From an optimization exercise on the open Yosys and OpenROAD flow, aimed at small area, a short achievable clock period and few clock cycles; shortcuts taken in it are not production practice. In this exercise RTL edits were held to simulation tests only and were not proved equivalent to the original. Power figures rest on the tool's default switching activity, not on a simulated workload.

==> flow/design.v <==
module ram_dp_async_read
#(parameter WIDTH = 8,
  parameter DEPTH = 16,
  parameter DEPTH_LOG = $clog2(DEPTH))
(
 input clk,
 input wr_n,
 input [DEPTH_LOG-1:0] addr_wr,
 input [DEPTH_LOG-1:0] addr_rd,
 input [WIDTH-1:0] data_wr,
 output [WIDTH-1:0] data_rd
);
    reg [WIDTH-1:0] ram [0:DEPTH-1];
    always @(posedge clk) begin
        if(wr_n) begin
            ram[addr_wr] <= data_wr;
        end
    end
    assign data_rd = ram[addr_rd];
endmodule
module top_fsm(
        input clk,
        input rst_n,
        input        ram_in_we,
        input [4 :0] ram_in_addr_wr,
        input [7 :0] ram_in_data_wr,
        input [3 :0] ram_out_addr_rd,
        output [15:0] ram_out_data_rd,
        input opmode_in,
        output reg done_out
);
    reg [7:0] ram_in [0:31];
    reg [15:0] ram_out [0:15];
    integer i, j;
    always @(posedge clk) begin
        if (ram_in_we)
            ram_in[ram_in_addr_wr] <= ram_in_data_wr;
    end
    always @(posedge clk) begin
        if (opmode_in)
            for (i = 0; i < 16; i = i + 1)
                ram_out[i] <= {ram_in[2*i], ram_in[2*i+1]};
    end
    reg [3:0]  sel_lo, sel_hi;
    reg [15:0] grp [0:3];
    reg [15:0] rd;
    always @(*) begin
        for (j = 0; j < 4; j = j + 1) begin
            sel_lo[j] = (ram_out_addr_rd[1:0] == j);
            sel_hi[j] = (ram_out_addr_rd[3:2] == j);
        end
        for (i = 0; i < 4; i = i + 1) begin
            grp[i] = 16'd0;
            for (j = 0; j < 4; j = j + 1)
                grp[i] = grp[i] | ({16{sel_lo[j]}} & ram_out[4*i+j]);
        end
        rd = 16'd0;
        for (i = 0; i < 4; i = i + 1)
            rd = rd | ({16{sel_hi[i]}} & grp[i]);
    end
    assign ram_out_data_rd = rd;
    always @(posedge clk or negedge rst_n) begin
        if (!rst_n)
            done_out <= 1'b0;
        else if (opmode_in)
            done_out <= 1'b1;
    end
endmodule
clock: 4.5 ns
lec_check: 0
cap_margin: 20
core_margin: 2
core_utilization: 75
cts_cluster_diameter: 80
cts_cluster_size: 30
setup_slack_margin: 1.5
slew_margin: 20
standard.sh (not shown) runs the stock make flow with config.mk's settings and CLKGATE_MAP_FILE= SYNTH_SCRIPT=/design/flow/synth_recipe.tcl, a recipe that flattens the netlist after the stock synthesis.
==> flow/flow/run.sh <==
#!/bin/bash
# The standard layout (standard synthesis included), with one extra step
# after floorplan (flow/downsize.tcl): every logic cell starts from the
# smallest size of its function before placement and timing repair.
# Make's full output goes to flow_make.log; each step's own log is under
# orfs/logs.
set -euo pipefail
W=$(pwd)
bash standard.sh POST_FLOORPLAN_TCL="$W/flow/downsize.tcl" finish > "$W/flow_make.log" 2>&1
==> flow/flow/downsize.tcl <==
# After floorplan: move every logic cell (not the flip-flops) to the
# smallest-area cell of the same function, so that the timing repair that
# follows starts from minimum sizes and upsizes only where timing needs it.
set n 0
set saved 0.0
foreach inst [get_cells *] {
  set master [get_property $inst ref_name]
  if {[string match "*df*" $master]} continue
  if {![regexp {^(sky130_fd_sc_hd__[a-z0-9]+)_([0-9]+)$} $master -> base drv]} continue
  set a0 [get_property [get_lib_cells $master] area]
  set best $master
  set besta $a0
  foreach lc [get_lib_cells ${base}_*] {
    set c [get_name $lc]
    if {![regexp "^${base}_\[0-9\]+\$" $c]} continue
    set a [get_property $lc area]
    if {$a < $besta} { set besta $a; set best $c }
  }
  if {$best ne $master} {
    replace_cell [get_full_name $inst] $best
    incr n
    set saved [expr {$saved + $a0 - $besta}]
  }
}
puts "downsize: $n cells moved to their smallest size, [format %.1f $saved] um2"
The starting point completed with no timing, DRC or antenna violations.
Testbench counts at the start, summed over its fixed seeds: cycles 5,207.
Edit:
==> flow/run.sh (new file) <==
#!/bin/bash
# synth_recipe.tcl (not shown) runs the flow's synth.tcl, then flattens the netlist and writes it again
# the make line also repeats each setting of config.mk as NAME=value (left out here)
make -C /OpenROAD-flow-scripts/flow DESIGN_CONFIG=/design/flow/config.mk WORK_HOME=/design/flow/orfs CLKGATE_MAP_FILE= SYNTH_SCRIPT=/design/flow/synth_recipe.tcl finish
- PLACE_DENSITY: not set -> 0.88
removed: flow/flow/run.sh
removed: flow/flow/downsize.tcl
removed: flow/standard.sh
After rerunning: Area after synthesis does not change; via count is higher by 9.8%; hold slack gains 17 ps; sequential power is about the same; synthesized cell count is unchanged; flip-flop and latch count stays the same.
Edit:
- CORE_UTILIZATION: 75 -> 60
- CTS_CLUSTER_DIAMETER: 80 -> not set
- CTS_CLUSTER_SIZE: 30 -> not set
- PLACE_DENSITY: 0.88 -> not set
After rerunning: The changed run completed without violations; final area is higher by a few percent; count of clock-buffer cells in the layout is higher by 35; setup slack gets better by 130 ps.
Edit:
- CAP_MARGIN: 20 -> 0
- CORE_UTILIZATION: 60 -> 75
- CTS_CLUSTER_DIAMETER: not set -> 80
- CTS_CLUSTER_SIZE: not set -> 30
- SLEW_MARGIN: 20 -> 0
The new run went through all stages and came out clean.
Cell count fell by roughly a tenth.
Sequential cell count stays the same.
Combinational power rose by a few percent.
Total power fell by about a fifth.
Design area fell by a few percent.
Wire length rose by a few percent.
Clock-buffer cell count fell by 34.

==> separate check: timing with driven ports <==
How much do the figures lean on ideal ports? The routed layouts below were timed once more, with nothing changed but the port constraints. Step 1 assumes that a clkbuf_16 drives the clock port and a buf_2 every other input. Step 2, shift: input delay + t, output delay - t, t = (earliest + latest rising clock arrival at the registers) / 2. This alone moves slack from input paths to output paths. Three values: ideal ports, drivers, drivers and shift; two values: the first two.
run	t (ns)	slack for setup (ns)	hold WS [ns]	latest minus earliest clock arrival (ns)	cell pins on the clock port's net
the first run	0.576	1.215 / 1.097 / 1.097	0.410 / 0.410 / 0.410	0.035 / 0.035	1
the second run	0.581	1.121 / 1.038 / 0.982	0.427 / 0.427 / 0.427	0.044 / 0.043	1
the third run	0.595	1.253 / 1.160 / 1.155	0.404 / 0.404 / 0.404	0.026 / 0.026	1
the fourth run	0.591	1.278 / 1.052 / 1.052	0.423 / 0.423 / 0.423	0.035 / 0.035	1
After both steps every run listed still meets setup and hold. For the fourth run, which loses most, drivers alone change the setup slack by -0.226 ns; drivers and shift together by -0.226 ns.
